This is an optimization exercise on Yosys and OpenROAD, whose aim is small area and a short achievable clock period, not a production implementation.
RTL that was checked went through simulation tests only; none was proved equivalent to the original.
Function not checked in runs 3 to 5: the RTL went through the layout flow alone.
Power and IR drop assume default switching activity.

==> design.v <==
module add1(
	input clk,
	input en,
	input [15:0] x,
	output [15:0] z
	);
wire       nz = |x;
wire [4:0] e1 = x[14:10] + 5'd1;
wire [14:0] d = {e1[4:1], e1[0] & nz, x[9:0]};
reg [14:0] q;
always @(posedge clk) begin
	if (en) q <= d;
end
assign z = {1'b0, q};
endmodule
module fp16(
	input clk_50,reset_50,
	input [15:0] x_50,y_50,
	output [15:0] m_50,a_50
	);
reg        s1_s;
reg  [4:0] s1_e;
reg  [9:0] s1_xm, s1_ym;
reg        s1_nz;
always @(posedge clk_50) begin
	s1_s  <= x_50[15] ^ y_50[15];
	s1_e  <= x_50[14:10] + y_50[14:10] + 5'd17;	 
	s1_xm <= x_50[9:0];
	s1_ym <= y_50[9:0];
end
always @(posedge clk_50 or posedge reset_50) begin
	if (reset_50) s1_nz <= 1'b0;
	else          s1_nz <= (x_50 != 16'h0000) && (y_50 != 16'h0000);
end
wire [9:0] xm = s1_xm, ym = s1_ym;
wire [9:0] nxm = ~xm, nym = ~ym;
wire [9:0] npp [0:9];
genvar gi, gj;
generate for (gi = 0; gi < 10; gi = gi + 1) begin : g_pp
	for (gj = 0; gj < 10; gj = gj + 1) begin : g_pp2
		assign npp[gi][gj] = ~(xm[gi] & ym[gj]);
	end
end endgenerate
  wire hs0, hc0;
  assign hs0 = ~(npp[0][9] ^ npp[1][8]);
  assign hc0 = npp[0][9] | npp[1][8];
  wire fs1, fc1;
  fp16_fa u_fa1 (.a(nxm[0]), .b(nym[0]), .c(npp[1][9]), .s(fs1), .co(fc1));
  wire hs2, hc2;
  assign hs2 = ~(npp[2][8] ^ npp[3][7]);
  assign hc2 = npp[2][8] | npp[3][7];
  wire fs3, fc3;
  fp16_fa u_fa3 (.a(nxm[1]), .b(nym[1]), .c(npp[2][9]), .s(fs3), .co(fc3));
  wire hs4, hc4;
  assign hs4 = ~(npp[3][8] ^ npp[4][7]);
  assign hc4 = npp[3][8] | npp[4][7];
  wire fs5, fc5;
  fp16_fa u_fa5 (.a(nxm[2]), .b(nym[2]), .c(npp[3][9]), .s(fs5), .co(fc5));
  wire hs6, hc6;
  assign hs6 = ~(npp[0][6] ^ npp[1][5]);
  assign hc6 = npp[0][6] | npp[1][5];
  wire fs7, fc7;
  fp16_fa u_fa7 (.a(npp[0][7]), .b(npp[1][6]), .c(npp[2][5]), .s(fs7), .co(fc7));
  wire hs8, hc8;
  assign hs8 = ~(npp[3][4] ^ npp[4][3]);
  assign hc8 = npp[3][4] | npp[4][3];
  wire fs9, fc9;
  fp16_fa u_fa9 (.a(npp[0][8]), .b(npp[1][7]), .c(npp[2][6]), .s(fs9), .co(fc9));
  wire fs10, fc10;
  fp16_fa u_fa10 (.a(npp[3][5]), .b(npp[4][4]), .c(npp[5][3]), .s(fs10), .co(fc10));
  wire hs11, hc11;
  assign hs11 = ~(npp[6][2] ^ npp[7][1]);
  assign hc11 = npp[6][2] | npp[7][1];
  wire fs12, fc12;
  fp16_fa u_fa12 (.a(npp[2][7]), .b(npp[3][6]), .c(npp[4][5]), .s(fs12), .co(fc12));
  wire fs13, fc13;
  fp16_fa u_fa13 (.a(npp[5][4]), .b(npp[6][3]), .c(npp[7][2]), .s(fs13), .co(fc13));
  wire fs14, fc14;
  fp16_fa u_fa14 (.a(npp[8][1]), .b(npp[9][0]), .c(hs0), .s(fs14), .co(fc14));
  wire fs15, fc15;
  fp16_fa u_fa15 (.a(npp[4][6]), .b(npp[5][5]), .c(npp[6][4]), .s(fs15), .co(fc15));
  wire fs16, fc16;
  fp16_fa u_fa16 (.a(npp[7][3]), .b(npp[8][2]), .c(npp[9][1]), .s(fs16), .co(fc16));
  wire fs17, fc17;
  fp16_fa u_fa17 (.a(hc0), .b(hs2), .c(fs1), .s(fs17), .co(fc17));
  wire fs18, fc18;
  fp16_fa u_fa18 (.a(npp[5][6]), .b(npp[6][5]), .c(npp[7][4]), .s(fs18), .co(fc18));
  wire fs19, fc19;
  fp16_fa u_fa19 (.a(npp[8][3]), .b(npp[9][2]), .c(hc2), .s(fs19), .co(fc19));
  wire fs20, fc20;
  fp16_fa u_fa20 (.a(hs4), .b(fc1), .c(fs3), .s(fs20), .co(fc20));
  wire fs21, fc21;
  fp16_fa u_fa21 (.a(npp[4][8]), .b(npp[5][7]), .c(npp[6][6]), .s(fs21), .co(fc21));
  wire fs22, fc22;
  fp16_fa u_fa22 (.a(npp[7][5]), .b(npp[8][4]), .c(npp[9][3]), .s(fs22), .co(fc22));
  wire fs23, fc23;
  fp16_fa u_fa23 (.a(hc4), .b(fc3), .c(fs5), .s(fs23), .co(fc23));
  wire fs24, fc24;
  fp16_fa u_fa24 (.a(nxm[3]), .b(nym[3]), .c(npp[4][9]), .s(fs24), .co(fc24));
  wire fs25, fc25;
  fp16_fa u_fa25 (.a(npp[5][8]), .b(npp[6][7]), .c(npp[7][6]), .s(fs25), .co(fc25));
  wire fs26, fc26;
  fp16_fa u_fa26 (.a(npp[8][5]), .b(npp[9][4]), .c(fc5), .s(fs26), .co(fc26));
  wire fs27, fc27;
  fp16_fa u_fa27 (.a(nxm[4]), .b(nym[4]), .c(npp[5][9]), .s(fs27), .co(fc27));
  wire fs28, fc28;
  fp16_fa u_fa28 (.a(npp[6][8]), .b(npp[7][7]), .c(npp[8][6]), .s(fs28), .co(fc28));
  wire fs29, fc29;
  fp16_fa u_fa29 (.a(nxm[5]), .b(nym[5]), .c(npp[6][9]), .s(fs29), .co(fc29));
  wire hs30, hc30;
  assign hs30 = ~(npp[0][4] ^ npp[1][3]);
  assign hc30 = npp[0][4] | npp[1][3];
  wire fs31, fc31;
  fp16_fa u_fa31 (.a(npp[0][5]), .b(npp[1][4]), .c(npp[2][3]), .s(fs31), .co(fc31));
  wire hs32, hc32;
  assign hs32 = ~(npp[3][2] ^ npp[4][1]);
  assign hc32 = npp[3][2] | npp[4][1];
  wire fs33, fc33;
  fp16_fa u_fa33 (.a(npp[2][4]), .b(npp[3][3]), .c(npp[4][2]), .s(fs33), .co(fc33));
  wire fs34, fc34;
  fp16_fa u_fa34 (.a(npp[5][1]), .b(npp[6][0]), .c(hs6), .s(fs34), .co(fc34));
  wire fs35, fc35;
  fp16_fa u_fa35 (.a(npp[5][2]), .b(npp[6][1]), .c(npp[7][0]), .s(fs35), .co(fc35));
  wire fs36, fc36;
  fp16_fa u_fa36 (.a(hc6), .b(hs8), .c(fs7), .s(fs36), .co(fc36));
  wire fs37, fc37;
  fp16_fa u_fa37 (.a(npp[8][0]), .b(hc8), .c(hs11), .s(fs37), .co(fc37));
  wire fs38, fc38;
  fp16_fa u_fa38 (.a(fc7), .b(fs9), .c(fs10), .s(fs38), .co(fc38));
  wire fs39, fc39;
  fp16_fa u_fa39 (.a(hc11), .b(fc9), .c(fc10), .s(fs39), .co(fc39));
  wire fs40, fc40;
  fp16_fa u_fa40 (.a(fs12), .b(fs13), .c(fs14), .s(fs40), .co(fc40));
  wire fs41, fc41;
  fp16_fa u_fa41 (.a(fc12), .b(fc13), .c(fs15), .s(fs41), .co(fc41));
  wire fs42, fc42;
  fp16_fa u_fa42 (.a(fs16), .b(fc14), .c(fs17), .s(fs42), .co(fc42));
  wire fs43, fc43;
  fp16_fa u_fa43 (.a(fc15), .b(fc16), .c(fs18), .s(fs43), .co(fc43));
  wire fs44, fc44;
  fp16_fa u_fa44 (.a(fs19), .b(fc17), .c(fs20), .s(fs44), .co(fc44));
  wire fs45, fc45;
  fp16_fa u_fa45 (.a(fc18), .b(fs21), .c(fs22), .s(fs45), .co(fc45));
  wire fs46, fc46;
  fp16_fa u_fa46 (.a(fc19), .b(fc20), .c(fs23), .s(fs46), .co(fc46));
  wire fs47, fc47;
  fp16_fa u_fa47 (.a(fc21), .b(fc22), .c(fs24), .s(fs47), .co(fc47));
  wire fs48, fc48;
  fp16_fa u_fa48 (.a(fs25), .b(fc23), .c(fs26), .s(fs48), .co(fc48));
  wire fs49, fc49;
  fp16_fa u_fa49 (.a(npp[9][5]), .b(fc24), .c(fc25), .s(fs49), .co(fc49));
  wire fs50, fc50;
  fp16_fa u_fa50 (.a(fs27), .b(fs28), .c(fc26), .s(fs50), .co(fc50));
  wire fs51, fc51;
  fp16_fa u_fa51 (.a(npp[7][8]), .b(npp[8][7]), .c(npp[9][6]), .s(fs51), .co(fc51));
  wire fs52, fc52;
  fp16_fa u_fa52 (.a(fc27), .b(fc28), .c(fs29), .s(fs52), .co(fc52));
  wire fs53, fc53;
  fp16_fa u_fa53 (.a(nxm[6]), .b(nym[6]), .c(npp[7][9]), .s(fs53), .co(fc53));
  wire fs54, fc54;
  fp16_fa u_fa54 (.a(npp[8][8]), .b(npp[9][7]), .c(fc29), .s(fs54), .co(fc54));
  wire fs55, fc55;
  fp16_fa u_fa55 (.a(nxm[7]), .b(nym[7]), .c(npp[8][9]), .s(fs55), .co(fc55));
  wire hs56, hc56;
  assign hs56 = ~(npp[0][3] ^ npp[1][2]);
  assign hc56 = npp[0][3] | npp[1][2];
  wire fs57, fc57;
  fp16_fa u_fa57 (.a(npp[2][2]), .b(npp[3][1]), .c(npp[4][0]), .s(fs57), .co(fc57));
  wire fs58, fc58;
  fp16_fa u_fa58 (.a(npp[5][0]), .b(hc30), .c(hs32), .s(fs58), .co(fc58));
  wire fs59, fc59;
  fp16_fa u_fa59 (.a(hc32), .b(fc31), .c(fs33), .s(fs59), .co(fc59));
  wire fs60, fc60;
  fp16_fa u_fa60 (.a(fc33), .b(fs35), .c(fc34), .s(fs60), .co(fc60));
  wire fs61, fc61;
  fp16_fa u_fa61 (.a(fc35), .b(fs37), .c(fc36), .s(fs61), .co(fc61));
  wire fs62, fc62;
  fp16_fa u_fa62 (.a(fc37), .b(fc38), .c(fs39), .s(fs62), .co(fc62));
  wire fs63, fc63;
  fp16_fa u_fa63 (.a(fc39), .b(fs41), .c(fc40), .s(fs63), .co(fc63));
  wire fs64, fc64;
  fp16_fa u_fa64 (.a(fc41), .b(fs43), .c(fc42), .s(fs64), .co(fc64));
  wire fs65, fc65;
  fp16_fa u_fa65 (.a(fc43), .b(fs45), .c(fc44), .s(fs65), .co(fc65));
  wire fs66, fc66;
  fp16_fa u_fa66 (.a(fc45), .b(fs47), .c(fc46), .s(fs66), .co(fc66));
  wire fs67, fc67;
  fp16_fa u_fa67 (.a(fc47), .b(fs49), .c(fc48), .s(fs67), .co(fc67));
  wire fs68, fc68;
  fp16_fa u_fa68 (.a(fs51), .b(fc49), .c(fs52), .s(fs68), .co(fc68));
  wire fs69, fc69;
  fp16_fa u_fa69 (.a(fc51), .b(fs53), .c(fc52), .s(fs69), .co(fc69));
  wire fs70, fc70;
  fp16_fa u_fa70 (.a(npp[9][8]), .b(fc53), .c(fs55), .s(fs70), .co(fc70));
  wire fs71, fc71;
  fp16_fa u_fa71 (.a(nxm[8]), .b(nym[8]), .c(npp[9][9]), .s(fs71), .co(fc71));
  wire hs72, hc72;
  assign hs72 = ~(npp[0][2] ^ npp[1][1]);
  assign hc72 = npp[0][2] | npp[1][1];
  wire fs73, fc73;
  fp16_fa u_fa73 (.a(npp[2][1]), .b(npp[3][0]), .c(hs56), .s(fs73), .co(fc73));
  wire fs74, fc74;
  fp16_fa u_fa74 (.a(hc56), .b(hs30), .c(fs57), .s(fs74), .co(fc74));
  wire fs75, fc75;
  fp16_fa u_fa75 (.a(fc57), .b(fs31), .c(fs58), .s(fs75), .co(fc75));
  wire fs76, fc76;
  fp16_fa u_fa76 (.a(fc58), .b(fs34), .c(fs59), .s(fs76), .co(fc76));
  wire fs77, fc77;
  fp16_fa u_fa77 (.a(fc59), .b(fs36), .c(fs60), .s(fs77), .co(fc77));
  wire fs78, fc78;
  fp16_fa u_fa78 (.a(fs38), .b(fc60), .c(fs61), .s(fs78), .co(fc78));
  wire fs79, fc79;
  fp16_fa u_fa79 (.a(fc61), .b(fs40), .c(fs62), .s(fs79), .co(fc79));
  wire fs80, fc80;
  fp16_fa u_fa80 (.a(fc62), .b(fs42), .c(fs63), .s(fs80), .co(fc80));
  wire fs81, fc81;
  fp16_fa u_fa81 (.a(fs44), .b(fc63), .c(fs64), .s(fs81), .co(fc81));
  wire fs82, fc82;
  fp16_fa u_fa82 (.a(fs46), .b(fc64), .c(fs65), .s(fs82), .co(fc82));
  wire fs83, fc83;
  fp16_fa u_fa83 (.a(fs48), .b(fc65), .c(fs66), .s(fs83), .co(fc83));
  wire fs84, fc84;
  fp16_fa u_fa84 (.a(fs50), .b(fc66), .c(fs67), .s(fs84), .co(fc84));
  wire fs85, fc85;
  fp16_fa u_fa85 (.a(fc50), .b(fs68), .c(fc67), .s(fs85), .co(fc85));
  wire fs86, fc86;
  fp16_fa u_fa86 (.a(fs54), .b(fc68), .c(fs69), .s(fs86), .co(fc86));
  wire fs87, fc87;
  fp16_fa u_fa87 (.a(fc54), .b(fs70), .c(fc69), .s(fs87), .co(fc87));
  wire fs88, fc88;
  fp16_fa u_fa88 (.a(fc55), .b(fs71), .c(fc70), .s(fs88), .co(fc88));
  wire fs89, fc89;
  fp16_fa u_fa89 (.a(nxm[9]), .b(nym[9]), .c(fc71), .s(fs89), .co(fc89));
wire [21:0] nra = {1'b1, fc89, fc88, fc87, fc86, fc85, fc84, fc83, fc82, fc81, fc80, fc79, fc78, fc77, fc76, fc75, fc74, fc73, hc72, hs72, npp[0][1], npp[0][0]};
wire [21:0] nrb = {1'b1, 1'b0, fs89, fs88, fs87, fs86, fs85, fs84, fs83, fs82, fs81, fs80, fs79, fs78, fs77, fs76, fs75, fs74, fs73, npp[2][0], npp[1][0], 1'b1};
wire [21:0] kd  = nra & nrb;
wire [21:0] pd  = nra ^ nrb;
wire [9:0] lk [0:4];
wire [9:0] lp [0:4];
assign lk[0] = kd[9:0];
assign lp[0] = pd[9:0];
genvar gl;
generate for (gl = 0; gl < 4; gl = gl + 1) begin : g_lo
	for (gi = 0; gi < 10; gi = gi + 1) begin : g_pos
		if (gi >= (1 << gl)) begin : g_node
			assign lk[gl+1][gi] = lk[gl][gi] | (lp[gl][gi] & lk[gl][gi-(1<<gl)]);
			assign lp[gl+1][gi] = lp[gl][gi] & lp[gl][gi-(1<<gl)];
		end else begin : g_pass
			assign lk[gl+1][gi] = lk[gl][gi];
			assign lp[gl+1][gi] = lp[gl][gi];
		end
	end
end endgenerate
wire nc10 = lk[4][9] | lp[4][9];
reg [11:0] s2_p, s2_k;
reg        s2_nc;
reg        s2_s;
reg  [4:0] s2_e;
reg        s2_nz;
always @(posedge clk_50) begin
	s2_p  <= pd[21:10];
	s2_k  <= kd[21:10];
	s2_nc <= nc10;
	s2_s  <= s1_s;
	s2_e  <= s1_e;
end
always @(posedge clk_50 or posedge reset_50) begin
	if (reset_50) s2_nz <= 1'b0;
	else          s2_nz <= s1_nz;
end
wire [12:0] kk [0:4];
wire [12:0] kp [0:4];
assign kk[0] = {s2_k, s2_nc};
assign kp[0] = {s2_p, 1'b0};
generate for (gl = 0; gl < 4; gl = gl + 1) begin : g_lvl
	for (gi = 0; gi < 13; gi = gi + 1) begin : g_pos
		if (gi >= (1 << gl)) begin : g_node
			assign kk[gl+1][gi] = kk[gl][gi] | (kp[gl][gi] & kk[gl][gi-(1<<gl)]);
			assign kp[gl+1][gi] = kp[gl][gi] & kp[gl][gi-(1<<gl)];
		end else begin : g_pass
			assign kk[gl+1][gi] = kk[gl][gi];
			assign kp[gl+1][gi] = kp[gl][gi];
		end
	end
end endgenerate
wire [11:0] p = ~(s2_p ^ kk[4][11:0]);	 
wire       hi  = p[11];
wire       sa  = s2_nz & hi;
wire       sb  = s2_nz & ~hi;
wire [4:0] e1  = s2_e + 5'd1;
wire [14:0] mag = ({15{sa}} & {e1, p[10:1]}) | ({15{sb}} & {s2_e, p[9:0]});
wire [15:0] m_q = {s2_nz & s2_s, mag};
assign m_50 = m_q;
reg c0, c1;
wire ph0 = ~(c0 | c1);
always @(posedge clk_50 or posedge reset_50) begin
	if (reset_50) begin
		c0 <= 1'b0;
		c1 <= 1'b0;
	end else begin
		c0 <= ph0;
		c1 <= c0;
	end
end
add1 a1(.clk(clk_50), .en(ph0), .x(m_q), .z(a_50));
endmodule
module fp16_fa(input a, b, c, output s, co);
	assign s  = a ^ b ^ c;
	assign co = (a & b) | (a & c) | (b & c);
endmodule
==> flow/run.sh <==
#!/bin/bash
set -e
export BUFFER_PORTS_ARGS="-buffer_cell sky130_fd_sc_hd__buf_1"
export CTS_ARGS="-sink_clustering_enable -repair_clock_nets -dont_use_dummy_load -buf_list {sky130_fd_sc_hd__clkbuf_4 sky130_fd_sc_hd__clkbuf_8}"
bash standard.sh > standard.log 2>&1
==> standard.sh <==
#!/bin/bash
# synth_recipe.tcl (not shown) runs the flow's synth.tcl, then flattens the netlist and writes it again
# the make line also repeats each setting of config.mk as NAME=value (left out here)
make -C /OpenROAD-flow-scripts/flow DESIGN_CONFIG=/design/flow/config.mk WORK_HOME=/design/flow/orfs CLKGATE_MAP_FILE= SYNTH_SCRIPT=/design/flow/synth_recipe.tcl "${@:-finish}"
==> config.mk <==
export PLATFORM = sky130hd
export DESIGN_NAME = fp16
export DESIGN_NICKNAME = fp16
export VERILOG_FILES = /design/flow/design.v
export SDC_FILE = /design/flow/constraint.sdc
export NUM_CORES = 4
export LEC_CHECK = 0
export CAP_MARGIN = 20
export CORE_MARGIN = 2
export CORE_UTILIZATION = 40
export CTS_BUF_LIST = sky130_fd_sc_hd__clkbuf_4 sky130_fd_sc_hd__clkbuf_8
export PLACE_DENSITY = 0.6
export SETUP_SLACK_MARGIN = 2.5
export SLEW_MARGIN = 20
export SYNTH_HIERARCHICAL = 1
export SYNTH_MINIMUM_KEEP_SIZE = 0
==> constraint.sdc <==
create_clock -name core_clock -period 6.0 [get_ports {clk_50}]
set_input_delay 1.2000 -clock core_clock [delete_from_list [all_inputs] [get_ports {clk_50}]]
set_output_delay 1.2000 -clock core_clock [all_outputs]
set_load 0.01 [all_outputs]
==> impl_metrics.py, run 1 <==
metrics = {
    "run_status": {
        "status": "no timing/DRC/antenna violations",
    },
    "worst_setup_path": {
        "cp-end-kind": "output pin",
        "worstPathArrival_ns": 2.23,
        "critical_path_class": "register to output pin",
        "critPathMaxFanout": 3,
        "crit-reg2reg-launch": "s1_ym[6]$_DFF_P_",
        "rr_worst_depth": 11,
        "worstPathRequired_ns": 4.80,
        "startpoint_type": "register",
        "r2r_end": "s2_nc$_DFF_P_",
        "regToRegSetupSlack_ns": 2.68,
    },
    "cells_and_area": {
        "antenna_cells": 0,
        "final_common_cell": "nand2_1",
        "final_cell_mix": "nand2_1 (88), fa_1 (81), buf_1 (60), inv_1 (47), ha_1 (39)",
        "n_fill_cell": 1227,
        "fin_nets": 716,
        "syn_to_final_growth_pct": 13.2,
        "drive_above_1_share_pct": 12.5,
        "final_area_um2": 5990,
    },
    "placed_design": {
        "dpl_cell_area_um2": 5670,
        "dpl.hpwl_mm": 9.67,
        "io_buffer_count": 64,
        "finalWeightedCongestion": 0.940,
    },
    "pwr": {
        "peakVddDrop_mv": 0.185,
        "leakagePower_nw": 2.34,
        "total_power_w": 0.00247,
        "comb_power_share_pct": 54.9,
        "power_density_nw_per_um2": 412,
        "p_int_w": 0.00145,
        "p_clk_share_pct": 11.8,
        "p_sw_share_pct": 41.3,
        "power.switching_w": 0.00102,
        "seqPwrFrac_pct": 33.3,
    },
    "synth": {
        "yosys.area_share.simple_pct": 12.9,
        "postSynthCellCount": 496,
        "synth_top_area_share_pct": 30.6,
        "syn-cell-area_um2": 5300,
        "yosys_warnings": 8,
        "syn_nets": 651,
        "synthMuxAreaShare_pct": 1.70,
        "synth-async-reset-ratio_pct": 5.48,
        "synth_edf_count": 15,
        "ys_ff_latch": 73,
        "synth_top_family_by_area": "adder cells",
        "seq_area_frac_synth_pct": 30.8,
        "synth.distinct_cells": 49,
        "syn-mean-instance-area_um2": 10.7,
        "synth-xor-area-share_pct": 2.98,
        "synth_compound_area_share_pct": 6.26,
        "synth-main-ff-cell": "dfxtp_1",
        "yosys.area_share.adder_pct": 40.1,
        "synth.area.top_cells": "fa_1 (31%), dfxtp_1 (20%), ha_1 (9.5%)",
        "synth_top_area_cell": "fa_1",
    },
    "clock_network": {
        "cts_tree": "done",
        "ctsRootBufferMaster": "clkbuf_8",
        "numCtsBuffers": 9,
        "ctsHtreeMaxLevel": 3,
        "cts_hold_buffers": 0,
        "insertion_delay_ns": 0.36,
        "cts.path.max_buffers": 2,
        "path_clk_slew_ns": 0.07,
        "cts_sinks": 73,
    },
    "floorplanning": {
        "die_area_um2": 14200,
        "io_pins": 66,
        "design.core.area_um2": 13100,
        "die_x_um": 119,
        "rows": 42,
        "start_util_pct": 40.5,
        "die_h_um": 119,
    },
    "timing": {
        "timing.hold.ws_ns": 0.305,
        "max_freq_ghz": 0.291,
        "min_period_over_period_pct": 57.2,
        "tns_ns": 0,
        "finalClockSkew_ns": 0.0191,
        "min_period_ns": 3.43,
        "timing_worst_slew_pin_value_ns": 0.798,
        "hold_viol": 0,
        "rsz0062_at_grt": "true",
        "drv_slew": 0,
        "slew_headroom_pct": 46.7,
        "finalSetupViolCount": 0,
    },
    "drt": {
        "via_count": 3691,
        "drc": 0,
        "drt-total-wl_mm": 11.9,
        "drt_iter0_drc": 284,
        "first_pass_iters": 4,
        "ant_nets": 0,
        "via_per_inst": 5.02,
        "wl_per_cell_um": 16.2,
    },
    "global_route": {
        "grt_pass1_vias": 3838,
        "overflow": 0,
        "grt_max_degree": 20,
        "grt_pass1_wl_mm": 19.5,
        "grt_usage_pct": 18.0,
        "antenna_found_initial": 0,
    },
    "min_path": {
        "hold_class": "register to register",
        "whs_endpoint": "s2_e[0]$_DFF_P_",
        "whs_path_depth": 0,
        "hold_start": "s1_e[0]$_DFF_P_",
    },
    "flow_run": {
        "drv_cap": 0,
    },
}
-- worst max path at each step --
stage                                 from              end  depth (start not counted)  slack [ns]
after floorplan           s1_xm[2]$_DFF_P_  s2_p[3]$_DFF_P_                          8        2.70
after global placement    s1_xm[7]$_DFF_P_    s2_nc$_DFF_P_                         11        2.46
after detailed placement  s1_xm[7]$_DFF_P_    s2_nc$_DFF_P_                         11        2.49
after CTS                  s2_p[6]$_DFF_P_         m_50[14]                          7        2.50
after global routing         s2_nc$_DFF_P_         m_50[14]                          8        2.44
final                        s2_nc$_DFF_P_          m_50[9]                          9        2.57
-- cells by family (layout without fill, tap and decap cells) --
family	Yosys count	count (layout)
other	1	1
and+or+nand+nor	155	155
buffers and inverters	69	131
AOI/OAI and AO/OA	50	51
DFF	73	73
adders and majority gates	121	121
muxes	9	9
xor gates and xnor gates	18	18
-- power by group through the flow --
stage | Clock, W | Combinational [W] | Sequential [W]
3_5_place_dp | 0 | 0.00124 | 0.000824
3_3_place_gp | 0 | 0.00120 | 0.000819
4_1_cts | 0.000300 | 0.00132 | 0.000817
5_1_grt | 0.000314 | 0.00154 | 0.000841
2_1_floorplan | 0 | 0.000881 | 0.000810
6_report | 0.000290 | 0.00135 | 0.000822
-- worst max-delay path, stage by stage (launching register included) --
cell,delay (ns)
dfxtp_4,0.36
ha_2,0.19
nor2_4,0.12
o21ai_4,0.08
a21oi_4,0.22
buf_4,0.15
and2b_2,0.16
mux2i_1,0.08
o221ai_1,0.31
buf_1,0.19
-- final cells by class --
class,instances,area (um2),area share [%]
clock buffers,9,124,2.07
flip-flops and latches,73,1670,27.8
well taps,176,220,3.67
inverters,49,184,3.07
multi-input cells,355,3470,58.0
repair buffers,73,325,5.43
-- sequential cells by signal, summed over array words and instances, names as in the netlist --
name and count:
s2_nc 1, c1 1, c0 1, s2_p 11, s1_nz 1, s1_ym 10
s2_nz 1, s2_s 1, a1.q 15, s2_e 5, s2_k 10, s1_xm 10
s1_e 5, s1_s 1
-- routing by layer --
layer | vias to the layer above | global-route usage, % | share of wire, %
met4 | 0 | 6.77 | 2.2
met3 | 22 | 3.45 | 5.5
li1 | 1717 | - | -
met1 | 1839 | 23.7 | 44
met5 | - | 0 | 0
met2 | 113 | 29.5 | 48
-- cell usage after synthesis (all sizes together) (2+ instances only) --
cell type  count
nand2         89
fa            81
dfxtp         54
inv           49
ha            40
nor2          28
a21oi         17
clkbuf        17
edfxtp        15
o21ai         12
xnor2         12
and2          11
nor4          11
mux2i          9
xor2           6
a21o           4
dfrtp          4
nand3          4
a21boi         3
buf            3
o21a           3
or3            3
nand4          2
nor2b          2
nor3           2
-- per-stage QoR --
step | utilization, % | instances | setup slack, ns
CTS | 45.3 | 733 | 2.50
global placement | 43.3 | 716 | 2.46
global route | 45.8 | 735 | 2.44
floorplan | - | 496 | 2.70
finish | 45.8 | 735 | 2.57
detailed placement | 43.3 | 716 | 2.49
-- per-module statistics from Yosys (local to each module, per instance) --
module	cells	times used
add1	31	1
fp16_fa	1	80
fp16	385	1
-- timing repair --
item                       4_1_cts  5_1_grt
pin swaps                        9        2
resized for setup               17       32
cloned                           1        0
setup endpoints to repair       16       18
buffers inserted                 7        2
==> inputs of run 2 (changes only) <==
==> flow/run.sh (replaced) <==
#!/bin/bash
set -e
export BUFFER_PORTS_ARGS="-buffer_cell sky130_fd_sc_hd__buf_1"
bash standard.sh > standard.log 2>&1
==> impl_metrics.py, run 2 <==
metrics = {
    "pwr": {
        "leakagePower_nw": 2.42,
        "power_density_nw_per_um2": 433,
        "peakVddDrop_mv": 0.184,
    },
    "cells_and_area": {
        "drive_above_1_share_pct": 14.5,
        "top_regs": "a1.q: 15 flops, s2_p: 11 flops",
        "top_register": "a1.q",
        "finalCoreUtilization_pct": 47.0,
        "final_cell_mix": "nand2_1 (88), fa_1 (81), buf_1 (58), inv_1 (47), ha_1 (39)",
        "final_common_cell": "nand2_1",
        "fin_nets": 717,
        "syn_to_final_growth_pct": 16.1,
        "largest_register_ffs": 15,
        "antenna_cells": 0,
        "final_area_um2": 6150,
        "n_fill_cell": 1222,
    },
    "global_route": {
        "grt_max_degree": 20,
        "grt_pass1_vias": 3830,
        "grt_pass1_wl_mm": 19.4,
        "grt_usage_pct": 18.0,
        "antenna_found_initial": 0,
        "overflow": 0,
    },
    "worst_setup_path": {
        "critPathMaxStageDelay_ns": 0.42,
        "rr_worst_depth": 11,
        "critical_path_class": "register to output pin",
        "path_cells": "ha_4 -> nor2_4 -> o21ai_4 -> a21oi_4 -> a21oi_4 -> or3_4 -> a21boi_4 -> buf_6",
        "cp-endpoint": "m_50[14]",
        "worstPathArrival_ns": 2.23,
        "critPathMaxFanout": 6,
        "cpMostUsedCell": "a21oi_4",
        "worstPathRequired_ns": 4.80,
        "cp.depth": 8,
        "cp_top_family": "compound AO/OA/AOI/OAI gates",
        "crit_path_top_delay_cell": "or3_4",
        "critPathBufInv": 1,
        "startpoint_type": "register",
        "r2r_end": "s2_nc$_DFF_P_",
        "regToRegSetupSlack_ns": 2.69,
        "startpoint": "s2_nc$_DFF_P_",
        "cp-end-kind": "output pin",
        "crit-reg2reg-launch": "s1_ym[6]$_DFF_P_",
    },
    "floorplanning": {
        "die_x_um": 119,
        "rows": 42,
        "die_h_um": 119,
        "io_pins": 66,
        "start_util_pct": 40.5,
        "design.core.area_um2": 13100,
        "die_area_um2": 14200,
    },
    "synth": {
        "synth_top_area_share_pct": 30.6,
        "yosys.cell_count.top_type": "nand2_1",
        "synth_top_area_cell": "fa_1",
        "synth.distinct_cells": 49,
        "syn-mean-instance-area_um2": 10.7,
        "synth_top_family_by_area": "adder cells",
        "synth-xor-area-share_pct": 2.98,
        "synth_compound_area_share_pct": 6.26,
        "yosys_warnings": 8,
        "syn-cell-area_um2": 5300,
        "synth.area.top_cells": "fa_1 (31%), dfxtp_1 (20%), ha_1 (9.5%)",
        "synth-async-reset-ratio_pct": 5.48,
        "synthMuxAreaShare_pct": 1.70,
        "postSynthCellCount": 496,
        "syn_nets": 651,
        "yosys.area_share.simple_pct": 12.9,
        "seq_area_frac_synth_pct": 30.8,
        "synth_common_cells": "nand2_1 (88), fa_1 (81), dfxtp_1 (54)",
        "yosys.area_share.adder_pct": 40.1,
        "synth_edf_count": 15,
        "synth-main-ff-cell": "dfxtp_1",
        "ys_ff_latch": 73,
    },
    "timing": {
        "tns_ns": 0,
        "max_freq_ghz": 0.292,
        "timing.hold.ws_ns": 0.320,
        "finalClockSkew_ns": 0.0143,
        "min_period_over_period_pct": 57.1,
        "drv_slew": 0,
        "min_period_ns": 3.43,
        "hold_viol": 0,
        "timing_worst_slew_pin_value_ns": 0.783,
        "rsz0062_at_grt": "true",
        "slew_headroom_pct": 47.8,
        "finalSetupViolCount": 0,
    },
    "clock_network": {
        "ctsRootBufferMaster": "clkbuf_8",
        "insertion_delay_ns": 0.36,
        "cts_sinks": 73,
        "cts.path.max_buffers": 2,
        "ctsHtreeMaxLevel": 3,
        "numCtsBuffers": 9,
        "cts_tree": "done",
        "cts_hold_buffers": 0,
        "path_clk_slew_ns": 0.08,
    },
    "drt": {
        "drc": 0,
        "ant_nets": 0,
        "via_per_inst": 4.95,
        "drt_iter0_drc": 284,
        "first_pass_iters": 6,
        "drt-total-wl_mm": 11.9,
        "via_count": 3680,
        "dr_wl_met2_mm": 5.82,
        "met1_length_mm": 5.20,
        "wl_per_cell_um": 16.0,
        "highest_layer": "met4",
        "dr_wl_met3_um": 677,
    },
    "placed_design": {
        "dpl.hpwl_mm": 9.67,
        "dpl_cell_area_um2": 5670,
        "finalWeightedCongestion": 0.940,
        "io_buffer_count": 64,
    },
    "run_status": {
        "status": "no timing/DRC/antenna violations",
    },
    "min_path": {
        "whs_path_depth": 0,
        "hold_class": "register to register",
    },
    "flow_run": {
        "drv_cap": 0,
    },
}
==> run 2: what timing repair did <==
action,CTS,global route
endpoints found under the hold margin,0,0
pin swaps,9,8
gates cloned,1,0
gates resized for setup,15,41
setup endpoints to repair,16,21
setup buffers,6,4
==> run 2: Yosys stat by module (local to each module, per instance) <==
module / cells / copies in the design / flip-flops and latches
add1: 31 / 1 / 15
fp16: 385 / 1 / 58
fp16_fa: 1 / 80 / 0
==> run 2: worst min-delay path by stage <==
| stage | startpoint | end | slack, ns |
|---|---|---|---|
| after floorplan | s1_e[0]$_DFF_P_ | s2_e[0]$_DFF_P_ | 0.31 |
| after global placement | s1_e[2]$_DFF_P_ | s2_e[2]$_DFF_P_ | 0.31 |
| after detailed placement | s1_e[2]$_DFF_P_ | s2_e[2]$_DFF_P_ | 0.31 |
| after CTS | s1_e[0]$_DFF_P_ | s2_e[0]$_DFF_P_ | 0.32 |
| after global routing | s1_s$_DFF_P_ | s2_s$_DFF_P_ | 0.33 |
| final | s1_e[0]$_DFF_P_ | s2_e[0]$_DFF_P_ | 0.32 |
==> run 2: routing by layer <==
metal / vias up / GRT usage, %
li1: 1724 / -
met1: 1819 / 23.7
met2: 121 / 29.3
met3: 16 / 3.93
met4: 0 / 6.40
met5: - / 0
==> run 2: final cells by class <==
cell class | instances | area [um2] | share of cell area (%)
multi-input combinational | 355 | 3500 | 56.9
sequential | 73 | 1670 | 27.1
timing repair buffer | 74 | 354 | 5.76
tap | 176 | 220 | 3.58
inverter | 49 | 184 | 2.99
clock buffer | 11 | 145 | 2.36
clock inverter | 5 | 78.8 | 1.28
==> run 2: logic make-up after synthesis <==
kind of cell / after synthesis
AOI/OAI and AO/OA: 50
xor gates and xnor gates: 18
adders and majority gates: 121
buffers and inverters: 69
DFF: 73
muxes: 9
other: 1
and+or+nand+nor: 155
==> run 2: metrics by stage <==
stage          power [W]  worst slack, ns  instances
2_1_floorplan    0.00169             2.70        496
3_3_place_gp     0.00202             2.46        716
3_5_place_dp     0.00206             2.49        716
4_1_cts          0.00258             2.50        739
5_1_grt          0.00290             2.45        743
6_report         0.00266             2.57        743
==> run 2: where the power goes <==
part	internal (W)	leakage (nW)	switching [W]	total (W)
logic	0.000654	1.68	0.000752	0.00141
clock network	0.000249	0.113	0.000179	0.000429
registers	0.000702	0.633	0.000123	0.000825
==> inputs of run 3 (changes only) <==
--- a/design.v
+++ b/design.v
@@ -42,35 +42,35 @@
 	end
 end endgenerate
   wire hs0, hc0;
-  assign hs0 = ~(npp[0][9] ^ npp[1][8]);
-  assign hc0 = npp[0][9] | npp[1][8];
+  fp16_xnor u_hx0 (.a(npp[0][9]), .b(npp[1][8]), .y(hs0));
+  fp16_or u_ho0 (.a(npp[0][9]), .b(npp[1][8]), .y(hc0));
   wire fs1, fc1;
   fp16_fa u_fa1 (.a(nxm[0]), .b(nym[0]), .c(npp[1][9]), .s(fs1), .co(fc1));
   wire hs2, hc2;
-  assign hs2 = ~(npp[2][8] ^ npp[3][7]);
-  assign hc2 = npp[2][8] | npp[3][7];
+  fp16_xnor u_hx2 (.a(npp[2][8]), .b(npp[3][7]), .y(hs2));
+  fp16_or u_ho2 (.a(npp[2][8]), .b(npp[3][7]), .y(hc2));
   wire fs3, fc3;
   fp16_fa u_fa3 (.a(nxm[1]), .b(nym[1]), .c(npp[2][9]), .s(fs3), .co(fc3));
   wire hs4, hc4;
-  assign hs4 = ~(npp[3][8] ^ npp[4][7]);
-  assign hc4 = npp[3][8] | npp[4][7];
+  fp16_xnor u_hx4 (.a(npp[3][8]), .b(npp[4][7]), .y(hs4));
+  fp16_or u_ho4 (.a(npp[3][8]), .b(npp[4][7]), .y(hc4));
   wire fs5, fc5;
   fp16_fa u_fa5 (.a(nxm[2]), .b(nym[2]), .c(npp[3][9]), .s(fs5), .co(fc5));
   wire hs6, hc6;
-  assign hs6 = ~(npp[0][6] ^ npp[1][5]);
-  assign hc6 = npp[0][6] | npp[1][5];
+  fp16_xnor u_hx6 (.a(npp[0][6]), .b(npp[1][5]), .y(hs6));
+  fp16_or u_ho6 (.a(npp[0][6]), .b(npp[1][5]), .y(hc6));
   wire fs7, fc7;
   fp16_fa u_fa7 (.a(npp[0][7]), .b(npp[1][6]), .c(npp[2][5]), .s(fs7), .co(fc7));
   wire hs8, hc8;
-  assign hs8 = ~(npp[3][4] ^ npp[4][3]);
-  assign hc8 = npp[3][4] | npp[4][3];
+  fp16_xnor u_hx8 (.a(npp[3][4]), .b(npp[4][3]), .y(hs8));
+  fp16_or u_ho8 (.a(npp[3][4]), .b(npp[4][3]), .y(hc8));
   wire fs9, fc9;
   fp16_fa u_fa9 (.a(npp[0][8]), .b(npp[1][7]), .c(npp[2][6]), .s(fs9), .co(fc9));
   wire fs10, fc10;
   fp16_fa u_fa10 (.a(npp[3][5]), .b(npp[4][4]), .c(npp[5][3]), .s(fs10), .co(fc10));
   wire hs11, hc11;
-  assign hs11 = ~(npp[6][2] ^ npp[7][1]);
-  assign hc11 = npp[6][2] | npp[7][1];
+  fp16_xnor u_hx11 (.a(npp[6][2]), .b(npp[7][1]), .y(hs11));
+  fp16_or u_ho11 (.a(npp[6][2]), .b(npp[7][1]), .y(hc11));
   wire fs12, fc12;
   fp16_fa u_fa12 (.a(npp[2][7]), .b(npp[3][6]), .c(npp[4][5]), .s(fs12), .co(fc12));
   wire fs13, fc13;
@@ -108,13 +108,13 @@
   wire fs29, fc29;
   fp16_fa u_fa29 (.a(nxm[5]), .b(nym[5]), .c(npp[6][9]), .s(fs29), .co(fc29));
   wire hs30, hc30;
-  assign hs30 = ~(npp[0][4] ^ npp[1][3]);
-  assign hc30 = npp[0][4] | npp[1][3];
+  fp16_xnor u_hx30 (.a(npp[0][4]), .b(npp[1][3]), .y(hs30));
+  fp16_or u_ho30 (.a(npp[0][4]), .b(npp[1][3]), .y(hc30));
   wire fs31, fc31;
   fp16_fa u_fa31 (.a(npp[0][5]), .b(npp[1][4]), .c(npp[2][3]), .s(fs31), .co(fc31));
   wire hs32, hc32;
-  assign hs32 = ~(npp[3][2] ^ npp[4][1]);
-  assign hc32 = npp[3][2] | npp[4][1];
+  fp16_xnor u_hx32 (.a(npp[3][2]), .b(npp[4][1]), .y(hs32));
+  fp16_or u_ho32 (.a(npp[3][2]), .b(npp[4][1]), .y(hc32));
   wire fs33, fc33;
   fp16_fa u_fa33 (.a(npp[2][4]), .b(npp[3][3]), .c(npp[4][2]), .s(fs33), .co(fc33));
   wire fs34, fc34;
@@ -162,8 +162,8 @@
   wire fs55, fc55;
   fp16_fa u_fa55 (.a(nxm[7]), .b(nym[7]), .c(npp[8][9]), .s(fs55), .co(fc55));
   wire hs56, hc56;
-  assign hs56 = ~(npp[0][3] ^ npp[1][2]);
-  assign hc56 = npp[0][3] | npp[1][2];
+  fp16_xnor u_hx56 (.a(npp[0][3]), .b(npp[1][2]), .y(hs56));
+  fp16_or u_ho56 (.a(npp[0][3]), .b(npp[1][2]), .y(hc56));
   wire fs57, fc57;
   fp16_fa u_fa57 (.a(npp[2][2]), .b(npp[3][1]), .c(npp[4][0]), .s(fs57), .co(fc57));
   wire fs58, fc58;
@@ -195,8 +195,8 @@
   wire fs71, fc71;
   fp16_fa u_fa71 (.a(nxm[8]), .b(nym[8]), .c(npp[9][9]), .s(fs71), .co(fc71));
   wire hs72, hc72;
-  assign hs72 = ~(npp[0][2] ^ npp[1][1]);
-  assign hc72 = npp[0][2] | npp[1][1];
+  fp16_xnor u_hx72 (.a(npp[0][2]), .b(npp[1][1]), .y(hs72));
+  fp16_or u_ho72 (.a(npp[0][2]), .b(npp[1][1]), .y(hc72));
   wire fs73, fc73;
   fp16_fa u_fa73 (.a(npp[2][1]), .b(npp[3][0]), .c(hs56), .s(fs73), .co(fc73));
   wire fs74, fc74;
@@ -308,3 +308,9 @@
 	assign s  = a ^ b ^ c;
 	assign co = (a & b) | (a & c) | (b & c);
 endmodule
+module fp16_xnor(input a, b, output y);
+	assign y = ~(a ^ b);
+endmodule
+module fp16_or(input a, b, output y);
+	assign y = a | b;
+endmodule
==> flow/run.sh (replaced) <==
#!/bin/bash
set -e
export BUFFER_PORTS_ARGS="-buffer_cell sky130_fd_sc_hd__buf_1"
export CTS_ARGS="-sink_clustering_enable -repair_clock_nets -dont_use_dummy_load -buf_list {sky130_fd_sc_hd__clkbuf_4 sky130_fd_sc_hd__clkbuf_8}"
bash standard.sh > standard.log 2>&1
--- a/config.mk
+++ b/config.mk
@@ -10,7 +10,7 @@
 export CORE_UTILIZATION = 40
 export CTS_BUF_LIST = sky130_fd_sc_hd__clkbuf_4 sky130_fd_sc_hd__clkbuf_8
 export PLACE_DENSITY = 0.6
-export SETUP_SLACK_MARGIN = 2.5
+export SETUP_SLACK_MARGIN = 3.0
 export SLEW_MARGIN = 20
 export SYNTH_HIERARCHICAL = 1
 export SYNTH_MINIMUM_KEEP_SIZE = 0
==> impl_metrics.py, run 3 <==
metrics = {
    "run_status": {
        "status": "no timing/DRC/antenna violations",
    },
    "floorplanning": {
        "die_area_um2": 14100,
        "design.core.area_um2": 12700,
        "rows": 41,
        "start_util_pct": 41.4,
        "die_x_um": 119,
        "die_h_um": 119,
        "io_pins": 66,
    },
    "timing": {
        "finalClockSkew_ns": 0.0189,
        "max_freq_ghz": 0.301,
        "drv_slew": 0,
        "timing_worst_slew_pin_value_ns": 0.787,
        "min_period_ns": 3.32,
        "finalSetupViolCount": 0,
        "slew_headroom_pct": 47.5,
        "tns_ns": 0,
        "rsz0062_at_grt": "true",
        "hold_viol": 0,
        "min_period_over_period_pct": 55.4,
    },
    "pwr": {
        "peakVddDrop_mv": 0.161,
        "power_density_nw_per_um2": 436,
        "total_power_w": 0.00282,
        "leakagePower_nw": 2.52,
    },
    "drt": {
        "drt_iter0_drc": 267,
        "via_per_inst": 4.98,
        "first_pass_iters": 4,
        "via_count": 3797,
        "drt-total-wl_mm": 11.9,
        "drc": 0,
        "ant_nets": 0,
        "wl_per_cell_um": 15.6,
    },
    "synth": {
        "synth_top_area_cell": "fa_1",
        "syn-cell-area_um2": 5270,
        "ys_ff_latch": 73,
        "yosys.cell_count.top_type": "nand2_1",
        "synth-async-reset-ratio_pct": 5.48,
        "syn_nets": 639,
        "yosys_warnings": 8,
        "seq_area_frac_synth_pct": 31.0,
        "synth.area.top_cells": "fa_1 (31%), dfxtp_1 (21%), edfxtp_1 (8.5%)",
        "synth_edf_count": 15,
        "synth-main-ff-cell": "dfxtp_1",
        "synth.distinct_cells": 47,
        "synth_top_area_share_pct": 30.8,
        "postSynthCellCount": 494,
        "syn-mean-instance-area_um2": 10.7,
        "synth_common_cells": "nand2_1 (108), fa_1 (81), dfxtp_1 (54)",
    },
    "worst_setup_path": {
        "worstPathRequired_ns": 4.80,
        "startpoint_type": "register",
        "worstPathArrival_ns": 2.12,
        "regToRegSetupSlack_ns": 2.86,
        "crit-reg2reg-launch": "s1_xm[2]$_DFF_P_",
        "critPathMaxFanout": 8,
        "cp-endpoint": "m_50[14]",
        "critical_path_class": "register to output pin",
        "startpoint": "s2_nc$_DFF_P_",
        "r2r_end": "s2_p[3]$_DFF_P_",
        "rr_worst_depth": 7,
        "cp-end-kind": "output pin",
    },
    "clock_network": {
        "ctsRootBufferMaster": "clkbuf_8",
        "cts.path.max_buffers": 2,
        "cts_tree": "done",
        "ctsHtreeMaxLevel": 3,
        "path_clk_slew_ns": 0.07,
        "numCtsBuffers": 9,
        "insertion_delay_ns": 0.37,
        "cts_sinks": 73,
        "cts_hold_buffers": 0,
    },
    "global_route": {
        "overflow": 0,
        "grt_pass1_wl_mm": 18.9,
        "grt_max_degree": 20,
        "grt_pass1_vias": 3858,
        "antenna_found_initial": 0,
        "grt_usage_pct": 17.2,
    },
    "cells_and_area": {
        "top_regs": "a1.q: 15 flops, s2_p: 11 flops",
        "drive_above_1_share_pct": 27.5,
        "largest_register_ffs": 15,
        "final_cell_mix": "nand2_1 (105), fa_1 (65), buf_1 (51), buf_4 (44), inv_1 (30)",
        "syn_to_final_growth_pct": 22.9,
        "top_register": "a1.q",
        "antenna_cells": 0,
        "final_common_cell": "nand2_1",
        "fin_nets": 737,
    },
    "placed_design": {
        "io_buffer_count": 64,
        "dpl.hpwl_mm": 8.67,
        "finalWeightedCongestion": 0.898,
    },
    "min_path": {
        "hold_class": "register to register",
    },
    "flow_run": {
        "drv_cap": 0,
    },
}
[run 3: cell types whose count changed after synthesis, sizes merged]
cell | previous run | this run
nand2 | 89 | 109
nor2 | 28 | 8
inv | 49 | 33
xnor2 | 12 | 23
ha | 40 | 30
or2 | 0 | 10
clkbuf | 17 | 22
buf | 3 | 2
xor2 | 6 | 5
[run 3: cell type report]
| class | instances | area [um2] |
|---|---|---|
| Clock buffer | 9 | 124 |
| Inverter | 33 | 124 |
| Multi-Input combinational cell | 365 | 3640 |
| Timing Repair Buffer | 110 | 653 |
| Sequential cell | 73 | 1720 |
| Tap cell | 172 | 215 |
| Fill cell | 1173 | 6240 |
[run 3: kinds of logic after synthesis]
family / count (synthesis) / synth area share, %
DFF: 73 / 31.0
and+or+nand+nor: 165 / 14.1
xor gates and xnor gates: 28 / 4.65
other: 1 / 0.0712
buffers and inverters: 57 / 4.35
AOI/OAI and AO/OA: 50 / 6.25
adders and majority gates: 111 / 37.9
muxes: 9 / 1.71
[run 3: repair_timing]
item	4_1_cts	5_1_grt
setup endpoints to repair	30	26
endpoints found under the hold margin	0	0
pin swaps	16	10
gates cloned	1	0
gates resized for setup	99	33
buffers inserted	31	15
[run 3: modules after synthesis, one instance, submodules excluded]
module	flip-flops and latches	cells inside	copies in the design	cell area, um2
fp16_fa	0	1	80	20.0
fp16_or	0	1	10	6.26
add1	15	31	1	566
fp16	58	363	1	2950
fp16_xnor	0	1	10	8.76
[run 3: worst max-delay path: stages (launching register included)]
cell,delay [ns]
dfxtp_4,0.36
ha_4,0.16
nor2_4,0.11
o21ai_4,0.08
a21oi_4,0.23
a21oi_4,0.13
or3_4,0.35
a21boi_2,0.19
buf_2,0.16
[run 3: per-layer routing]
metal	vias up	share of wire, %	track usage, %
met3	23	6.4	4.83
met5	-	0	0
met2	121	48	26.1
met4	0	2.3	7.22
met1	1870	43	23.0
li1	1783	-	-
[run 3: worst min path at each step]
stage	from	to	cells after the start
2_1_floorplan	s1_e[0]$_DFF_P_	s2_e[0]$_DFF_P_	0
3_3_place_gp	s1_s$_DFF_P_	s2_s$_DFF_P_	0
3_5_place_dp	s1_e[0]$_DFF_P_	s2_e[0]$_DFF_P_	0
4_1_cts	s1_e[1]$_DFF_P_	s2_e[1]$_DFF_P_	0
5_1_grt	s1_e[1]$_DFF_P_	s2_e[1]$_DFF_P_	0
6_report	s1_e[1]$_DFF_P_	s2_e[1]$_DFF_P_	0
[run 3: report_power, final]
group          switching, W  internal (W)  leakage (nW)
logic              0.000810      0.000877          1.81
clock network      0.000169      0.000134        0.0647
registers          0.000127      0.000708         0.639
total               0.00111       0.00172          2.52
[run 3: through the flow]
step / worst slack (ns) / cells / utilization, % / hold WS (ns) / area (um2)
2_1_floorplan: 2.89 / 494 / - / 0.310 / 5380
3_3_place_gp: 2.58 / 706 / 44.3 / 0.313 / 5640
3_5_place_dp: 2.57 / 706 / 44.4 / 0.314 / 5640
4_1_cts: 2.64 / 747 / 49.2 / 0.328 / 6260
5_1_grt: 2.60 / 762 / 50.9 / 0.328 / 6480
6_report: 2.68 / 762 / 50.9 / 0.326 / 6480
==> inputs of run 4 (changes only) <==
--- a/config.mk
+++ b/config.mk
@@ -10,7 +10,7 @@
 export CORE_UTILIZATION = 40
 export CTS_BUF_LIST = sky130_fd_sc_hd__clkbuf_4 sky130_fd_sc_hd__clkbuf_8
 export PLACE_DENSITY = 0.6
-export SETUP_SLACK_MARGIN = 3.0
+export SETUP_SLACK_MARGIN = 3.5
 export SLEW_MARGIN = 20
 export SYNTH_HIERARCHICAL = 1
 export SYNTH_MINIMUM_KEEP_SIZE = 0
==> impl_metrics.py, run 4 <==
metrics = {
    "run_status": {
        "status": "no timing/DRC/antenna violations",
    },
    "drt": {
        "wl_per_cell_um": 16.3,
        "first_pass_iters": 4,
        "drc": 0,
        "drt-total-wl_mm": 12.7,
        "via_count": 3887,
        "ant_nets": 0,
        "drt_iter0_drc": 178,
        "via_per_inst": 4.97,
    },
    "pwr": {
        "power.switching_w": 0.00119,
        "comb_power_share_pct": 62.9,
        "p_clk_share_pct": 9.7,
        "p_sw_share_pct": 39.0,
        "p_int_w": 0.00187,
        "leakagePower_nw": 2.68,
        "power_density_nw_per_um2": 444,
        "seqPwrFrac_pct": 27.4,
        "peakVddDrop_mv": 0.228,
    },
    "timing": {
        "hold_viol": 0,
        "finalSetupViolCount": 0,
        "timing.hold.ws_ns": 0.325,
        "drv_slew": 0,
        "finalClockSkew_ns": 0.0212,
        "slew_headroom_pct": 53.4,
        "min_period_ns": 3.33,
        "timing_worst_slew_pin_value_ns": 0.696,
        "tns_ns": 0,
        "rsz0062_at_grt": "true",
        "max_freq_ghz": 0.300,
        "min_period_over_period_pct": 55.6,
    },
    "worst_setup_path": {
        "critPathMaxFanout": 7,
        "crit-reg2reg-launch": "s1_xm[2]$_DFF_P_",
        "cp-end-kind": "output pin",
        "worstPathRequired_ns": 4.80,
        "critical_path_class": "register to output pin",
        "r2r_end": "s2_p[3]$_DFF_P_",
        "rr_worst_depth": 7,
        "startpoint": "s2_nc$_DFF_P_",
        "critPathMaxStageDelay_ns": 0.37,
        "cpMostUsedCell": "a21oi_4",
        "cp-endpoint": "m_50[13]",
        "crit_path_top_delay_cell": "dfxtp_4",
        "path_cells": "ha_4 -> nor2_4 -> o21ai_4 -> a21oi_4 -> a21oi_4 -> buf_6 -> or3_4 -> a21boi_4 -> buf_2",
        "regToRegSetupSlack_ns": 2.84,
        "startpoint_type": "register",
        "worstPathArrival_ns": 2.13,
    },
    "synth": {
        "synth-async-reset-ratio_pct": 5.48,
        "synth_common_cells": "nand2_1 (108), fa_1 (81), dfxtp_1 (54)",
        "synth.distinct_cells": 47,
        "yosys.cell_count.top_type": "nand2_1",
        "postSynthCellCount": 494,
        "syn_nets": 639,
        "synth_top_area_cell": "fa_1",
        "synth.area.top_cells": "fa_1 (31%), dfxtp_1 (21%), edfxtp_1 (8.5%)",
        "synth_edf_count": 15,
        "synth-main-ff-cell": "dfxtp_1",
        "ys_ff_latch": 73,
        "seq_area_frac_synth_pct": 31.0,
        "synth_top_area_share_pct": 30.8,
        "syn-cell-area_um2": 5270,
        "yosys_warnings": 8,
        "syn-mean-instance-area_um2": 10.7,
    },
    "floorplanning": {
        "rows": 41,
        "io_pins": 66,
        "die_area_um2": 14100,
        "start_util_pct": 41.4,
        "die_x_um": 119,
        "die_h_um": 119,
        "design.core.area_um2": 12700,
    },
    "global_route": {
        "grt_max_degree": 20,
        "overflow": 0,
        "grt_usage_pct": 18.1,
        "grt_pass1_wl_mm": 20.0,
        "grt_pass1_vias": 4098,
        "antenna_found_initial": 0,
    },
    "cells_and_area": {
        "largest_register_ffs": 15,
        "final_cell_mix": "nand2_1 (99), buf_4 (54), fa_1 (52), buf_1 (48)",
        "drive_above_1_share_pct": 36.6,
        "final_area_um2": 6900,
        "top_regs": "a1.q: 15 flops, s2_p: 11 flops",
        "final_common_cell": "nand2_1",
        "antenna_cells": 0,
        "syn_to_final_growth_pct": 30.9,
        "fin_nets": 757,
        "top_register": "a1.q",
    },
    "placed_design": {
        "finalWeightedCongestion": 0.871,
        "dpl.hpwl_mm": 9.23,
        "io_buffer_count": 64,
        "dpl_cell_area_um2": 5780,
    },
    "clock_network": {
        "insertion_delay_ns": 0.35,
        "cts.path.max_buffers": 2,
        "numCtsBuffers": 9,
        "ctsRootBufferMaster": "clkbuf_8",
        "path_clk_slew_ns": 0.07,
        "cts_tree": "done",
        "cts_sinks": 73,
        "cts_hold_buffers": 0,
        "ctsHtreeMaxLevel": 3,
    },
    "flow_run": {
        "drv_cap": 0,
    },
    "min_path": {
        "hold_class": "register to register",
    },
}
[run 4: cell counts after synthesis]
No cell type changed its count.
[run 4: worst min-delay path by stage]
stage | to | from | slack [ns] | cells past startpoint
after floorplan | s2_e[0]$_DFF_P_ | s1_e[0]$_DFF_P_ | 0.31 | 0
after global placement | s2_e[2]$_DFF_P_ | s1_e[2]$_DFF_P_ | 0.31 | 0
after detailed placement | s2_e[3]$_DFF_P_ | s1_e[3]$_DFF_P_ | 0.32 | 0
after CTS | s2_e[3]$_DFF_P_ | s1_e[3]$_DFF_P_ | 0.33 | 0
after global routing | s2_e[0]$_DFF_P_ | s1_e[0]$_DFF_P_ | 0.34 | 0
final | s2_e[3]$_DFF_P_ | s1_e[3]$_DFF_P_ | 0.33 | 0
[run 4: cell type report]
| type | count | area, um2 |
|---|---|---|
| Clock buffer | 9 | 124 |
| Fill cell | 1140 | 5830 |
| Inverter | 33 | 124 |
| Multi-Input combinational cell | 364 | 3850 |
| Sequential cell | 73 | 1720 |
| Tap cell | 172 | 215 |
| Timing Repair Buffer | 131 | 861 |
[run 4: timing repair]
item | CTS | global route
gates cloned | 0 | 0
gates resized for setup | 101 | 48
buffers inserted | 46 | 20
pin swaps | 23 | 29
hold endpoints to repair | 0 | 0
endpoints found under the setup margin | 36 | 35
[run 4: routing by layer]
layer,wire [um],track usage (%),up-vias
met5,0,0,-
met2,6300,29.2,125
met4,183,4.91,0
met1,5390,24.0,1931
li1,-,-,1817
met3,866,5.26,14
[run 4: power groups by stage]
stage	Clock, W	Sequential [W]	Combinational, W
floorplan	0	0.000818	0.00103
global placement	0	0.000834	0.00135
detailed placement	0	0.000837	0.00137
CTS	0.000304	0.000824	0.00174
global route	0.000324	0.000857	0.00213
finish	0.000296	0.000840	0.00193
[run 4: modules after synthesis (local to each module, per instance)]
module     copies in the design  cells
add1                          1     31
fp16                          1    363
fp16_or                      10      1
fp16_fa                      80      1
fp16_xnor                    10      1
[run 4: logic make-up (layout without fill, tap and decap cells)]
group,after synthesis,in the layout,synth area share (%)
AOI/OAI and AO/OA,50,50,6.25
xor gates and xnor gates,28,28,4.65
adders and majority gates,111,111,37.9
buffers and inverters,57,173,4.35
DFF,73,73,31.0
muxes,9,9,1.71
other,1,1,0.0712
and+or+nand+nor,165,165,14.1
[run 4: metrics by stage]
| step | cells | util [%] | worst slack [ns] | power (W) |
|---|---|---|---|---|
| after floorplan | 494 | - | 2.90 | 0.00185 |
| after global placement | 706 | 45.4 | 2.57 | 0.00218 |
| after detailed placement | 707 | 45.5 | 2.53 | 0.00221 |
| after CTS | 762 | 51.6 | 2.61 | 0.00287 |
| after global routing | 782 | 54.2 | 2.57 | 0.00331 |
| final | 782 | 54.2 | 2.67 | 0.00306 |
[run 4: worst max-delay path: cells and delay by family, from the launching register on]
kind                       cells  cell delay [ns]
and+or+nand+nor                2             0.45
AOI/OAI and AO/OA              4             0.53
adders and majority gates      1             0.16
DFF                            1             0.37
buffers and inverters          2             0.29
==> inputs of run 5 (changes only) <==
--- a/config.mk
+++ b/config.mk
@@ -10,7 +10,7 @@
 export CORE_UTILIZATION = 40
 export CTS_BUF_LIST = sky130_fd_sc_hd__clkbuf_4 sky130_fd_sc_hd__clkbuf_8
 export PLACE_DENSITY = 0.6
-export SETUP_SLACK_MARGIN = 3.5
+export SETUP_SLACK_MARGIN = 2.5
 export SLEW_MARGIN = 20
 export SYNTH_HIERARCHICAL = 1
 export SYNTH_MINIMUM_KEEP_SIZE = 0
==> impl_metrics.py, run 5 <==
metrics = {
    "drt": {
        "drt-total-wl_mm": 10.7,
        "wl_per_cell_um": 14.7,
        "drc": 0,
        "via_per_inst": 4.94,
        "ant_nets": 0,
        "via_count": 3574,
        "drt_iter0_drc": 162,
        "first_pass_iters": 5,
    },
    "worst_setup_path": {
        "cpMostUsedCell": "fa_1",
        "critPathMaxStageDelay_ns": 0.59,
        "cp-endpoint": "s2_p[3]$_DFF_P_",
        "critical_path_class": "register to register",
        "r2r_end": "s2_p[3]$_DFF_P_",
        "startpoint": "s1_ym[9]$_DFF_P_",
        "worstPathRequired_ns": 6.23,
        "rr_worst_depth": 7,
        "worstPathArrival_ns": 3.61,
        "critPathMaxFanout": 11,
        "crit_path_top_delay_cell": "dfxtp_1",
        "crit-reg2reg-launch": "s1_ym[9]$_DFF_P_",
        "regToRegSetupSlack_ns": 2.62,
        "cp-end-kind": "register",
        "critPathBufInv": 0,
        "path_cells": "nand2_1 -> fa_1 -> fa_1 -> fa_1 -> fa_1 -> fa_1 -> ha_1",
        "startpoint_type": "register",
        "cp_top_family": "adder cells",
        "cp.depth": 7,
    },
    "clock_network": {
        "ctsRootBufferMaster": "clkbuf_8",
        "cts_sinks": 73,
        "insertion_delay_ns": 0.35,
        "cts.path.max_buffers": 2,
        "cts_tree": "done",
        "cts_hold_buffers": 0,
        "ctsHtreeMaxLevel": 3,
        "path_clk_slew_ns": 0.07,
        "numCtsBuffers": 9,
    },
    "global_route": {
        "grt_pass1_vias": 3739,
        "grt_usage_pct": 16.6,
        "grt_pass1_wl_mm": 18.3,
        "grt_max_degree": 20,
        "overflow": 0,
        "antenna_found_initial": 0,
    },
    "cells_and_area": {
        "fin_nets": 698,
        "largest_register_ffs": 15,
        "final_cell_mix": "nand2_1 (108), fa_1 (81), buf_1 (61), dfxtp_1 (34), inv_1 (33)",
        "final_area_um2": 5940,
        "top_register": "a1.q",
        "antenna_cells": 0,
        "final_common_cell": "nand2_1",
        "syn_to_final_growth_pct": 12.8,
        "drive_above_1_share_pct": 11.1,
        "top_regs": "a1.q: 15 flops, s2_p: 11 flops",
    },
    "synth": {
        "ys_ff_latch": 73,
        "synth.area.top_cells": "fa_1 (31%), dfxtp_1 (21%), edfxtp_1 (8.5%)",
        "yosys_warnings": 8,
        "yosys.cell_count.top_type": "nand2_1",
        "syn-mean-instance-area_um2": 10.7,
        "seq_area_frac_synth_pct": 31.0,
        "synth_top_area_cell": "fa_1",
        "synth_top_area_share_pct": 30.8,
        "syn_nets": 639,
        "synth_edf_count": 15,
        "synth.distinct_cells": 47,
        "postSynthCellCount": 494,
        "synth-async-reset-ratio_pct": 5.48,
        "synth_common_cells": "nand2_1 (108), fa_1 (81), dfxtp_1 (54)",
        "syn-cell-area_um2": 5270,
        "synth-main-ff-cell": "dfxtp_1",
    },
    "timing": {
        "drv_slew": 0,
        "slew_headroom_pct": 51.1,
        "max_freq_ghz": 0.296,
        "timing_worst_slew_pin_value_ns": 0.725,
        "rsz0062_at_grt": "true",
        "hold_viol": 0,
        "finalSetupViolCount": 0,
        "finalClockSkew_ns": 0.0147,
        "tns_ns": 0,
        "min_period_ns": 3.38,
        "min_period_over_period_pct": 56.3,
    },
    "pwr": {
        "peakVddDrop_mv": 0.165,
        "comb_power_share_pct": 54.4,
        "leakagePower_nw": 2.26,
        "seqPwrFrac_pct": 33.8,
        "power_density_nw_per_um2": 407,
        "p_clk_share_pct": 11.8,
        "power.switching_w": 0.000984,
        "p_sw_share_pct": 40.7,
        "p_int_w": 0.00143,
    },
    "floorplanning": {
        "die_h_um": 119,
        "die_x_um": 119,
        "design.core.area_um2": 12700,
        "io_pins": 66,
        "start_util_pct": 41.4,
        "die_area_um2": 14100,
        "rows": 41,
    },
    "min_path": {
        "whs_path_depth": 0,
        "hold_class": "register to register",
    },
    "placed_design": {
        "io_buffer_count": 64,
        "dpl.hpwl_mm": 8.53,
        "finalWeightedCongestion": 0.879,
        "dpl_cell_area_um2": 5620,
    },
    "flow_run": {
        "drv_cap": 0,
    },
    "run_status": {
        "status": "no timing/DRC/antenna violations",
    },
}
run 5: cell counts after synthesis:
No cell type changed its count.
run 5: worst min-delay path by stage:
stage                               start         endpoint  slack (ns)
after floorplan           s1_e[0]$_DFF_P_  s2_e[0]$_DFF_P_        0.31
after global placement    s1_e[4]$_DFF_P_  s2_e[4]$_DFF_P_        0.31
after detailed placement  s1_e[0]$_DFF_P_  s2_e[0]$_DFF_P_        0.31
after CTS                 s1_e[0]$_DFF_P_  s2_e[0]$_DFF_P_        0.33
after global routing      s1_e[0]$_DFF_P_  s2_e[0]$_DFF_P_        0.33
final                     s1_e[2]$_DFF_P_  s2_e[2]$_DFF_P_        0.33
run 5: logic make-up (layout without fill, tap and decap cells):
family / after synthesis / after routing / synth area share [%]
other: 1 / 1 / 0.0712
AND/OR/NAND/NOR: 165 / 165 / 14.1
AO/OA/AOI/OAI: 50 / 51 / 6.25
multiplexers: 9 / 9 / 1.71
buffers and inverters: 57 / 113 / 4.35
XOR/XNOR: 28 / 28 / 4.65
adder cells (fa/ha/maj): 111 / 111 / 37.9
flip-flops: 73 / 73 / 31.0
run 5: repair_timing:
item,in CTS,in global routing
gates resized for setup,14,38
pin swaps,7,8
endpoints found under the setup margin,15,18
buffers inserted,5,2
gates cloned,1,0
run 5: per-layer routing:
layer,up-vias,GRT usage (%),part of all wire (%)
met5,-,0,0
met4,0,4.46,1.2
met3,10,3.62,5.9
met2,123,26.0,46
met1,1744,23.2,47
li1,1697,-,-
run 5: stage by stage:
step	hold slack, ns	util [%]	power, W	cells	setup WS [ns]
floorplan	0.310	-	0.00169	494	2.69
global placement	0.314	44.2	0.00201	706	2.57
detailed placement	0.315	44.2	0.00204	706	2.46
CTS	0.327	46.0	0.00240	721	2.51
global route	0.332	46.7	0.00268	723	2.47
finish	0.326	46.7	0.00242	723	2.62
run 5: modules after synthesis, one instance, submodules excluded:
module	times used	flip-flops and latches
fp16	1	58
add1	1	15
fp16_fa	80	0
fp16_xnor	10	0
fp16_or	10	0
run 5: final cells by class:
class | instances | area (um2)
fill | 1233 | 6780
inverter | 33 | 124
tap | 172 | 215
sequential | 73 | 1670
multi-input combinational | 365 | 3510
clock buffer | 9 | 124
timing repair buffer | 71 | 297
run 5: power by group through the flow:
| stage | clock network, W | registers (W) | logic (W) |
|---|---|---|---|
| 2_1_floorplan | 0 | 0.000810 | 0.000883 |
| 3_3_place_gp | 0 | 0.000818 | 0.00119 |
| 3_5_place_dp | 0 | 0.000822 | 0.00122 |
| 4_1_cts | 0.000300 | 0.000813 | 0.00129 |
| 5_1_grt | 0.000321 | 0.000841 | 0.00152 |
| 6_report | 0.000285 | 0.000816 | 0.00132 |
run 5: worst reg2reg max path, delay by kind of cell, from the launching register on:
family                     cells  cell delay (ns)
and+or+nand+nor                1             0.13
adders and majority gates      6             2.55
DFF                            1             0.59

## afterwards: timing with drivers on the ports
In the flow no input, the clock included, has a driving cell. The finished layouts below were timed again as built, in two steps. Step 1 sets driving cells, clkbuf_16 on the clock port and buf_2 on the other inputs (assumed; they add their load-dependent delay and slew). Step 2 adds t to the input delays and takes it off the output delays; t is the mean of the earliest and latest rising clock arrival at the registers after step 1. Input paths then give back, and output paths get back, about the clock's delay inside the block. Three values: no drivers, after step 1, after step 2; two values: the first two.
run	t (ns)	slack for setup (ns)	clock arrival spread, ns	slew at the worst register clock pin (ns)
run 1	0.386	2.565 / 2.531 / 2.683	0.019 / 0.020	0.07 / 0.07
run 2	0.391	2.571 / 2.537 / 2.688	0.014 / 0.015	0.08 / 0.08
run 3	0.385	2.675 / 2.646 / 2.864	0.020 / 0.020	0.08 / 0.08
run 4	0.368	2.667 / 2.636 / 2.836	0.021 / 0.021	0.08 / 0.08
run 5	0.366	2.619 / 2.595 / 2.619	0.015 / 0.015	0.07 / 0.07
After both steps every run listed still meets setup and hold.
